This is an optimization exercise on Yosys and OpenROAD, whose aim is small area and a short achievable clock period, not a production implementation. At most, simulation tests tie the RTL to the original design; equivalence was not proved. No activity file was given, so power comes from the tool's default toggle rates.

==> module System, before the edit <==
module System(RESET, CLK, ENCRYPTED, PASSWD_INIT, FLAG, FOUND, TXD);
	input RESET;
	input CLK;
	input [0:39] ENCRYPTED;
	input [0:39] PASSWD_INIT;
	output FLAG;
	output FOUND;
	output TXD;
	function [6:0] inc7;
		input [6:0] x;
		input c;
		integer k;
		reg t;
		begin
			t = c;
			for (k = 0; k < 7; k = k + 1) begin
				inc7[k] = x[k] ^ t;
				t = t & x[k];
			end
		end
	endfunction
	wire [6:0] e0 = ENCRYPTED[1:7];
	wire [6:0] e1 = ENCRYPTED[9:15];
	wire [6:0] e2 = ENCRYPTED[17:23];
	wire [6:0] e3 = ENCRYPTED[25:31];
	wire [6:0] e4 = ENCRYPTED[33:39];
	wire [34:0] init = {PASSWD_INIT[1:7], PASSWD_INIT[9:15], PASSWD_INIT[17:23], PASSWD_INIT[25:31], PASSWD_INIT[33:39]};
	reg rst_q;
	always @(posedge CLK) rst_q <= RESET;
	reg [6:0] p0, p1, p2, p3, p4;
	reg f02, f34, f1;
	wire found = f02 & f34 & f1;
	wire w4 = p4 == 7'd94;
	wire w3 = p3 == 7'd94;
	wire w2 = p2 == 7'd94;
	wire w1 = p1 == 7'd94;
	wire top = w4 & w3 & w2 & w1 & (p0 == 7'd94);
	wire stop = found | top;
	wire c4 = !stop;
	wire c3 = c4 & w4;
	wire c2 = c3 & w3;
	wire c1 = c2 & w2;
	wire c0 = c1 & w1;
	wire [6:0] i4 = (c3) ? 7'd0 : inc7(p4, c4);
	wire [6:0] i3 = (c2) ? 7'd0 : inc7(p3, c3);
	wire [6:0] i2 = (c1) ? 7'd0 : inc7(p2, c2);
	wire [6:0] i1 = (c0) ? 7'd0 : inc7(p1, c1);
	wire [6:0] i0 = inc7(p0, c0);
	wire [34:0] n;
	NextMux nm(.S(RESET), .A(init), .B({i0, i1, i2, i3, i4}), .Y(n));
	wire [6:0] n0 = n[34:28];
	wire [6:0] n1 = n[27:21];
	wire [6:0] n2 = n[20:14];
	wire [6:0] n3 = n[13:7];
	wire [6:0] n4 = n[6:0];
	wire q02, q34, q1;
	Check ck(.n0(n0), .n1(n1), .n2(n2), .n3(n3), .n4(n4), .e0(e0), .e1(e1), .e2(e2), .e3(e3), .e4(e4),
		.q02(q02), .q34(q34), .q1(q1));
	reg [14:0] hx;
	reg hb15;
	wire hz = hx[13:0] == 14'd0;
	always @(posedge CLK) begin
		p0 <= n0; p1 <= n1; p2 <= n2; p3 <= n3; p4 <= n4;
		f02 <= q02; f34 <= q34;
		f1 <= q1;
		hx <= rst_q ? 15'd2 : {hx[13:0], hx[14] ^ hx[13] ^ hz};
		hb15 <= rst_q ? 1'b0 : hb15 ^ (hz & !hx[14]);
	end
	assign FOUND = found;
	assign FLAG = (top & !found) | (hb15 & !rst_q);
	reg [8:0] ph;     
	reg [3:0] j;
	reg [2:0] b;
	reg txd;
	wire slot_end = ph == 9'd118;
	wire done = b == 3'd6;
	wire [8:0] phn = {ph[7:0], ph[8] ^ ph[4]};
	always @(posedge CLK) begin
		ph <= !stop ? 9'd1 : rst_q ? 9'd2 : slot_end ? 9'd1 : phn;
		if (rst_q) begin
			j <= 4'd6;
			b <= 3'd0;
		end else if (slot_end) begin    
			j <= (j == 4'd0) ? 4'd6 : {j[3] ^ (&j[2:0]), j[2] ^ (&j[1:0]), j[1] ^ j[0], ~j[0]};
			if (j == 4'd0 && !done) b <= {b[2] ^ (&b[1:0]), b[1] ^ b[0], ~b[0]};
		end
	end
	wire [7:0] bs = {1'b1, p0[j[2:0]], p1[j[2:0]], p2[j[2:0]], p3[j[2:0]], p4[j[2:0]], 2'b11};
	wire dbit = (j[2:0] == 3'd7) ? (b == 3'd0 || b >= 3'd6) : bs[3'd7 - b];
	wire low = !done & ((j == 4'd7) | (j[3] & !dbit));
	always @(posedge CLK) txd <= RESET | rst_q | !low;
	assign TXD = txd;
endmodule
clock: 17.0 ns
lec_check: 0
cap_margin: 20
core_margin: 2
core_utilization: 70
slew_margin: 20
standard.sh (not shown) runs the stock make flow with config.mk's settings and CLKGATE_MAP_FILE= SYNTH_SCRIPT=/design/flow/synth_recipe.tcl, a recipe that flattens the netlist after the stock synthesis.
==> flow/flow/run.sh <==
#!/bin/bash
export BUFFER_PORTS_ARGS="-buffer_cell sky130_fd_sc_hd__buf_1"
bash standard.sh SETUP_SLACK_MARGIN=11.6 finish > standard.log 2>&1
The baseline ran to the end with no violations.
Edit:
--- a/flow/design.v
+++ b/flow/design.v
@@ -60,14 +60,12 @@
 	wire [6:0] e0 = ENCRYPTED[1:7];
 	wire [6:0] e1 = ENCRYPTED[9:15];
 	wire [6:0] e2 = ENCRYPTED[17:23];
 	wire [6:0] e3 = ENCRYPTED[25:31];
 	wire [6:0] e4 = ENCRYPTED[33:39];
 	wire [34:0] init = {PASSWD_INIT[1:7], PASSWD_INIT[9:15], PASSWD_INIT[17:23], PASSWD_INIT[25:31], PASSWD_INIT[33:39]};
-	reg rst_q;
-	always @(posedge CLK) rst_q <= RESET;
 	reg [6:0] p0, p1, p2, p3, p4;
 	reg f02, f34, f1;
 	wire found = f02 & f34 & f1;
 	wire w4 = p4 == 7'd94;
 	wire w3 = p3 == 7'd94;
 	wire w2 = p2 == 7'd94;
@@ -98,34 +96,34 @@
 	reg hb15;
 	wire hz = hx[13:0] == 14'd0;
 	always @(posedge CLK) begin
 		p0 <= n0; p1 <= n1; p2 <= n2; p3 <= n3; p4 <= n4;
 		f02 <= q02; f34 <= q34;
 		f1 <= q1;
-		hx <= rst_q ? 15'd2 : {hx[13:0], hx[14] ^ hx[13] ^ hz};
-		hb15 <= rst_q ? 1'b0 : hb15 ^ (hz & !hx[14]);
+		hx <= RESET ? 15'd1 : {hx[13:0], hx[14] ^ hx[13] ^ hz};
+		hb15 <= RESET ? 1'b0 : hb15 ^ (hz & !hx[14]);
 	end
 	assign FOUND = found;
-	assign FLAG = (top & !found) | (hb15 & !rst_q);
+	assign FLAG = (top & !found) | hb15;
 	reg [8:0] ph;     
 	reg [3:0] j;
 	reg [2:0] b;
 	reg txd;
 	wire slot_end = ph == 9'd118;
 	wire done = b == 3'd6;
 	wire [8:0] phn = {ph[7:0], ph[8] ^ ph[4]};
 	always @(posedge CLK) begin
-		ph <= !stop ? 9'd1 : rst_q ? 9'd2 : slot_end ? 9'd1 : phn;
-		if (rst_q) begin
+		ph <= (RESET || !stop || slot_end) ? 9'd1 : phn;
+		if (RESET) begin
 			j <= 4'd6;
 			b <= 3'd0;
 		end else if (slot_end) begin    
 			j <= (j == 4'd0) ? 4'd6 : {j[3] ^ (&j[2:0]), j[2] ^ (&j[1:0]), j[1] ^ j[0], ~j[0]};
 			if (j == 4'd0 && !done) b <= {b[2] ^ (&b[1:0]), b[1] ^ b[0], ~b[0]};
 		end
 	end
 	wire [7:0] bs = {1'b1, p0[j[2:0]], p1[j[2:0]], p2[j[2:0]], p3[j[2:0]], p4[j[2:0]], 2'b11};
 	wire dbit = (j[2:0] == 3'd7) ? (b == 3'd0 || b >= 3'd6) : bs[3'd7 - b];
 	wire low = !done & ((j == 4'd7) | (j[3] & !dbit));
-	always @(posedge CLK) txd <= RESET | rst_q | !low;
+	always @(posedge CLK) txd <= RESET | !low;
 	assign TXD = txd;
 endmodule
=>
- The new run completed with no timing, DRC or antenna violations
- combinational power goes up by a few percent
- synthesized cell count is higher by a few percent
- die area barely changes
- count of clock-buffer cells in the layout goes down by 1
- first-iteration DRC count fell slightly
- setup slack is better by 0.039 ns
- core utilization goes down by 0.24 points
- sequential share of layout area went down by 0.28 points
- via count rises slightly
- worst hold slack is better by 0.011 ns

---

## the previous run
System, a different RTL version from the one above (not shown whole).
For scale: ~620 cells after synthesis, ~85 I/O pins, about 0.0056 sq mm of cells after synthesis.
## System
module System(RESET, CLK, ENCRYPTED, PASSWD_INIT, FLAG, FOUND, TXD);
==> module System, before the edit <==
module System(RESET, CLK, ENCRYPTED, PASSWD_INIT, FLAG, FOUND, TXD);
	input RESET;
	input CLK;
	input [0:39] ENCRYPTED;
	input [0:39] PASSWD_INIT;
	output FLAG;
	output FOUND;
	output TXD;
	function [7:0] add8;
		input [7:0] x, y;
		input ci;
		integer k;
		reg c;
		begin
			c = ci;
			for (k = 0; k < 8; k = k + 1) begin
				add8[k] = x[k] ^ y[k] ^ c;
				c = (x[k] & y[k]) | (c & (x[k] ^ y[k]));
			end
		end
	endfunction
	function eqsum8;
		input [7:0] x, y, z;
		reg [7:0] k;
		begin
			k = (x & y) | ((x ^ y) & ~z);
			eqsum8 = (x ^ y ^ z) == {k[6:0], 1'b0};
		end
	endfunction
	function eqsum3;
		input [7:0] x, y, c, z;
		reg [7:0] s, k;
		begin
			s = x ^ y ^ c;
			k = (x & y) | (x & c) | (y & c);
			eqsum3 = eqsum8(s, {k[6:0], 1'b0}, z);
		end
	endfunction
	function [6:0] inc7;
		input [6:0] x;
		input c;
		integer k;
		reg t;
		begin
			t = c;
			for (k = 0; k < 7; k = k + 1) begin
				inc7[k] = x[k] ^ t;
				t = t & x[k];
			end
		end
	endfunction
	wire [6:0] e0 = ENCRYPTED[1:7];
	wire [6:0] e1 = ENCRYPTED[9:15];
	wire [6:0] e2 = ENCRYPTED[17:23];
	wire [6:0] e3 = ENCRYPTED[25:31];
	wire [6:0] e4 = ENCRYPTED[33:39];
	wire [6:0] I0 = PASSWD_INIT[1:7];
	wire [6:0] I1 = PASSWD_INIT[9:15];
	wire [6:0] I2 = PASSWD_INIT[17:23];
	wire [6:0] I3 = PASSWD_INIT[25:31];
	wire [6:0] I4 = PASSWD_INIT[33:39];
	reg rst_q;
	always @(posedge CLK) rst_q <= RESET;
	reg [6:0] p0, p1, p2, p3, p4;
	reg fv, f1, f02, f34;
	wire found = fv & f1 & f02 & f34;
	wire w4 = p4 == 7'd94;
	wire w3 = p3 == 7'd94;
	wire w2 = p2 == 7'd94;
	wire w1 = p1 == 7'd94;
	wire top = w4 & w3 & w2 & w1 & (p0 == 7'd94);
	wire stop = found | top;
	wire c4 = !stop;
	wire c3 = c4 & w4;
	wire c2 = c3 & w3;
	wire c1 = c2 & w2;
	wire c0 = c1 & w1;
	wire [6:0] i4 = (c3) ? 7'd0 : inc7(p4, c4);
	wire [6:0] i3 = (c2) ? 7'd0 : inc7(p3, c3);
	wire [6:0] i2 = (c1) ? 7'd0 : inc7(p2, c2);
	wire [6:0] i1 = (c0) ? 7'd0 : inc7(p1, c1);
	wire [6:0] i0 = inc7(p0, c0);
	function eqk9;
		input [8:0] x, y, kc;
		reg [8:0] c;
		begin
			c = (x & y) | ((x | y) & ~kc);
			eqk9 = (x ^ y ^ kc) == {c[7:0], 1'b0};
		end
	endfunction
	wire v = (eqsum8({1'b0, e2}, 8'd2, {1'b0, e0}) | eqsum8({1'b0, e2}, 8'd163, {1'b0, e0})) &
	         (eqsum8({1'b0, e4}, 8'd1, {1'b0, e3}) | eqsum8({1'b0, e4}, 8'd162, {1'b0, e3}));
	wire ptop = (e0 == 7'd0) & (e1 == 7'd94) & (e2 == 7'd93) & (e3 == 7'd2) & (e4 == 7'd1);
	wire [6:0] h1a = {1'b0, e1[6:1]};
	wire [6:0] h1b = {1'b0, e1[6:1]} + 7'd47;
	wire [6:0] n0 = RESET ? I0 : i0;
	wire [6:0] n1 = RESET ? I1 : i1;
	wire [6:0] n2 = RESET ? I2 : i2;
	wire [6:0] n3 = RESET ? I3 : i3;
	wire [6:0] n4 = RESET ? I4 : i4;
	wire [6:0] ne2 = ~e2;
	wire [6:0] a02 = n0 ^ n2 ^ ne2;
	wire [6:0] b02 = (n0 & n2) | (n0 & ne2) | (n2 & ne2);
	wire q02 = eqk9({2'b0, a02}, {1'b0, b02, 1'b0}, 9'd127) | eqk9({2'b0, a02}, {1'b0, b02, 1'b0}, 9'd222);
	wire [6:0] ne4 = ~e4;
	wire [6:0] a34 = n3 ^ n4 ^ ne4;
	wire [6:0] b34 = (n3 & n4) | (n3 & ne4) | (n4 & ne4);
	wire q34 = eqk9({2'b0, a34}, {1'b0, b34, 1'b0}, 9'd124) | eqk9({2'b0, a34}, {1'b0, b34, 1'b0}, 9'd219) |
	           eqk9({2'b0, a34}, {1'b0, b34, 1'b0}, 9'd314);
	wire q1 = e1[0] ? (n1 == h1a) : (n1 == h1b);
	wire topN = (n0 == 7'd94) & (n1 == 7'd94) & (n2 == 7'd94) & (n3 == 7'd94) & (n4 == 7'd94);
	reg [14:0] hx;
	reg hb15;
	wire hz = hx[13:0] == 14'd0;
	reg fl;
	always @(posedge CLK) begin
		p0 <= n0; p1 <= n1; p2 <= n2; p3 <= n3; p4 <= n4;
		fv <= v;
		f1 <= q1;
		f02 <= q02;
		f34 <= q34;
		hx <= rst_q ? 15'd4 : {hx[13:0], hx[14] ^ hx[13] ^ hz};
		hb15 <= rst_q ? 1'b0 : hb15 ^ (hz & !hx[14]);
		fl <= (topN & !ptop) | (hb15 & !rst_q & !RESET);
	end
	assign FOUND = found;
	assign FLAG = fl;
	reg [8:0] ph;
	reg [3:0] j;
	reg [2:0] b;
	reg txd;
	wire [8:0] phe = rst_q ? 9'd0 : ph;
	wire slot_end = ph == 9'd431;
	wire done = b == 3'd6;
	always @(posedge CLK) begin
		ph <= (stop && phe != 9'd431) ? {phe[8:1] ^ {(&phe[7:0]), (&phe[6:0]), (&phe[5:0]), (&phe[4:0]), (&phe[3:0]), (&phe[2:0]), (&phe[1:0]), phe[0]}, ~phe[0]} : 9'd0;
		if (rst_q) begin
			j <= 4'd6;
			b <= 3'd0;
		end else if (stop && slot_end) begin
			j <= (j == 4'd0) ? 4'd6 : {j[3] ^ (&j[2:0]), j[2] ^ (&j[1:0]), j[1] ^ j[0], ~j[0]};
			if (j == 4'd0 && !done) b <= {b[2] ^ (&b[1:0]), b[1] ^ b[0], ~b[0]};
		end
	end
	reg dbit;
	always @(*) begin
		case (b)
			3'd1: dbit = j[2:0] == 3'd7 ? 1'b0 : p0[j[2:0]];
			3'd2: dbit = j[2:0] == 3'd7 ? 1'b0 : p1[j[2:0]];
			3'd3: dbit = j[2:0] == 3'd7 ? 1'b0 : p2[j[2:0]];
			3'd4: dbit = j[2:0] == 3'd7 ? 1'b0 : p3[j[2:0]];
			3'd5: dbit = j[2:0] == 3'd7 ? 1'b0 : p4[j[2:0]];
			default: dbit = 1'b1;
		endcase
	end
	wire low = !done & ((j == 4'd7) | (j[3] & !dbit));
	always @(posedge CLK) txd <= RESET | rst_q | !low;
	assign TXD = txd;
endmodule
export LEC_CHECK = 0
export CAP_MARGIN = 20
export CORE_MARGIN = 2
export CORE_UTILIZATION = 40
export SLEW_MARGIN = 20
create_clock -name core_clock -period 17.0 [get_ports {CLK}]
==> flow/flow/run.sh <==
#!/bin/bash
export BUFFER_PORTS_ARGS="-buffer_cell sky130_fd_sc_hd__buf_2"
bash standard.sh SETUP_SLACK_MARGIN=12.3 finish > standard.log 2>&1
The previous run completed; timing, DRC and antenna clean
Changes in the current run relative to the previous run:
-- flow/design.v --
<<< the previous run, line 82
	wire [6:0] i1 = (c0) ? 7'd0 : inc7(p1, c1);
	wire [6:0] i0 = inc7(p0, c0);
	function eqk9;
		input [8:0] x, y, kc;
		reg [8:0] c;
		begin
			c = (x & y) | ((x | y) & ~kc);
			eqk9 = (x ^ y ^ kc) == {c[7:0], 1'b0};
		end
	endfunction
	wire v = (eqsum8({1'b0, e2}, 8'd2, {1'b0, e0}) | eqsum8({1'b0, e2}, 8'd163, {1'b0, e0})) &
	         (eqsum8({1'b0, e4}, 8'd1, {1'b0, e3}) | eqsum8({1'b0, e4}, 8'd162, {1'b0, e3}));
	wire ptop = (e0 == 7'd0) & (e1 == 7'd94) & (e2 == 7'd93) & (e3 == 7'd2) & (e4 == 7'd1);
	wire [6:0] h1a = {1'b0, e1[6:1]};
	wire [6:0] h1b = {1'b0, e1[6:1]} + 7'd47;
	wire [6:0] n0 = RESET ? I0 : i0;
	wire [6:0] n1 = RESET ? I1 : i1;
	wire [6:0] n2 = RESET ? I2 : i2;
	wire [6:0] n3 = RESET ? I3 : i3;
	wire [6:0] n4 = RESET ? I4 : i4;
	wire [6:0] ne2 = ~e2;
	wire [6:0] a02 = n0 ^ n2 ^ ne2;
	wire [6:0] b02 = (n0 & n2) | (n0 & ne2) | (n2 & ne2);
	wire q02 = eqk9({2'b0, a02}, {1'b0, b02, 1'b0}, 9'd127) | eqk9({2'b0, a02}, {1'b0, b02, 1'b0}, 9'd222);
	wire [6:0] ne4 = ~e4;
	wire [6:0] a34 = n3 ^ n4 ^ ne4;
	wire [6:0] b34 = (n3 & n4) | (n3 & ne4) | (n4 & ne4);
	wire q34 = eqk9({2'b0, a34}, {1'b0, b34, 1'b0}, 9'd124) | eqk9({2'b0, a34}, {1'b0, b34, 1'b0}, 9'd219) |
	           eqk9({2'b0, a34}, {1'b0, b34, 1'b0}, 9'd314);
	wire q1 = e1[0] ? (n1 == h1a) : (n1 == h1b);
	wire topN = (n0 == 7'd94) & (n1 == 7'd94) & (n2 == 7'd94) & (n3 == 7'd94) & (n4 == 7'd94);
	reg [14:0] hx;
	reg hb15;
>>> the current run, line 82
	wire [6:0] i1 = (c0) ? 7'd0 : inc7(p1, c1);
	wire [6:0] i0 = inc7(p0, c0);
	wire topn = top | (c4 & (p4 == 7'd93) & w3 & w2 & w1 & (p0 == 7'd94));
	wire v = (eqsum8({1'b0, e2}, 8'd2, {1'b0, e0}) | eqsum8({1'b0, e2}, 8'd163, {1'b0, e0})) &
	         (eqsum8({1'b0, e4}, 8'd1, {1'b0, e3}) | eqsum8({1'b0, e4}, 8'd162, {1'b0, e3}));
	wire ptop = (e0 == 7'd0) & (e1 == 7'd94) & (e2 == 7'd93) & (e3 == 7'd2) & (e4 == 7'd1);
	wire r1 = ((I1 == e1[6:1]) & e1[0]) | eqsum8({I1, 1'b1}, 8'd161, {1'b0, e1});
	wire r02 = eqsum8({1'b0, I0}, {1'b0, I2}, {1'b0, e2}) | eqsum3({1'b0, I0}, {1'b0, I2}, 8'd161, {1'b0, e2});
	wire r34 = eqsum3({1'b0, I3}, {1'b0, I4}, 8'd3, {1'b0, e4}) | eqsum3({1'b0, I3}, {1'b0, I4}, 8'd164, {1'b0, e4}) |
		((e4 == 7'd0) & (((I3 == 7'd93) & (I4 == 7'd94)) | ((I3 == 7'd94) & (I4 == 7'd93)))) |
		((e4 == 7'd1) & (I3 == 7'd94) & (I4 == 7'd94));
	wire topI = (I0 == 7'd94) & (I1 == 7'd94) & (I2 == 7'd94) & (I3 == 7'd94) & (I4 == 7'd94);
	wire [7:0] u1 = add8({i1, 1'b1}, 8'd161, 1'b0);
	wire q1 = ((i1 == e1[6:1]) & e1[0]) | (u1 == {1'b0, e1});
	wire [7:0] s02 = add8({1'b0, i0}, {1'b0, i2}, 1'b0);
	wire [7:0] s02b = add8(s02, 8'd161, 1'b0);
	wire q02 = (s02 == {1'b0, e2}) | (s02b == {1'b0, e2});
	wire [7:0] s34 = add8({1'b0, i3}, {1'b0, i4}, 1'b1);    
	wire [7:0] s34a = add8(s34, 8'd2, 1'b0);               
	wire [7:0] s34b = add8(s34, 8'd163, 1'b0);             
	wire q34 = (s34a == {1'b0, e4}) | (s34b == {1'b0, e4}) |
		((e4 == 7'd0) & (s34a == 8'd190)) | ((e4 == 7'd1) & (s34a == 8'd191));
	reg [14:0] hx;
	reg hb15;
<<< the previous run, line 116
	reg fl;
	always @(posedge CLK) begin
		p0 <= n0; p1 <= n1; p2 <= n2; p3 <= n3; p4 <= n4;
		fv <= v;
		f1 <= q1;
		f02 <= q02;
		f34 <= q34;
		hx <= rst_q ? 15'd4 : {hx[13:0], hx[14] ^ hx[13] ^ hz};
		hb15 <= rst_q ? 1'b0 : hb15 ^ (hz & !hx[14]);
		fl <= (topN & !ptop) | (hb15 & !rst_q & !RESET);
	end
	assign FOUND = found;
>>> the current run, line 107
	reg fl;
	always @(posedge CLK) begin
		if (RESET) begin
			p0 <= I0; p1 <= I1; p2 <= I2; p3 <= I3; p4 <= I4;
		end else begin
			p0 <= i0; p1 <= i1; p2 <= i2; p3 <= i3; p4 <= i4;
		end
		fv <= v;
		f1 <= RESET ? r1 : q1;
		f02 <= RESET ? r02 : q02;
		f34 <= RESET ? r34 : q34;
		hx <= rst_q ? 15'd4 : {hx[13:0], hx[14] ^ hx[13] ^ hz};
		hb15 <= rst_q ? 1'b0 : hb15 ^ (hz & !hx[14]);
		fl <= ((RESET ? topI : topn) & !ptop) | (hb15 & !rst_q & !RESET);
	end
	assign FOUND = found;
Notes after the runs:
- In the reports for the current run and the previous run, the smaller routability congestion estimate from global placement belongs to the previous run.
- Proportion of power drawn by combinational gates: higher on the current run
- Changes observed in the current run relative to the previous run: non-clock buffer count picked up an extra 3; area of the die picked up an extra 26%.
- Looking at launching element of the worst setup path, the RESET result is from the previous run; the p0[0] one comes from the current run.
- Timing, DRC, antenna: 0 failures across the current run and the previous run
- The lower number of clock-tree buffers in the layout of the current run and the previous run is in the previous run.
- From the previous run to the current run the numbers moved as follows: x dimension of the die rose by about 12%, cell area rose by 17%, wire length rose by 17%, clock network fraction of design power fell by 7.4 points, leakage dissipation rose by 17%.
- Gate count of the mapped netlist: the current run vs the previous run up 27%
Only the layout flow was run in the current run; the RTL was not checked for function there.

-- separate check: timing with driven ports --
In the flow no input, the clock included, has a driving cell. The finished layouts below were timed again as built, in two steps.
Step 1: set_driving_cell puts a clkbuf_16 on CLK and a buf_2 on each other input, an assumption about the parent block.
Step 2 times the ports against the registers' clock, not the clock port: input delays grow and output delays shrink by t, the midpoint of the rising clock arrivals with the driver on.
a / b / c = ideal ports / drivers / drivers and shift; a / b = the first two.
| run | t (ns) | slack for setup (ns) | hold WS [ns] | worst setup path after step 2 |
|---|---|---|---|---|
| the first run of note 1 | 0.376 | 11.648 / 11.632 / 11.256 | 0.453 / 0.453 / 0.453 | input to register |
| the second run of note 1 | 0.376 | 11.688 / 11.669 / 11.293 | 0.464 / 0.464 / 0.464 | input to register |
| the previous run | 0.376 | 11.811 / 11.803 / 11.428 | 0.458 / 0.458 / 0.458 | input to register |
| the current run | 0.375 | 11.577 / 11.577 / 11.518 | 0.442 / 0.442 / 0.442 | input to register |
After both steps every run listed still meets setup and hold. For the second run of note 1, which loses most, drivers alone change the setup slack by -0.019 ns; drivers and shift together by -0.395 ns.
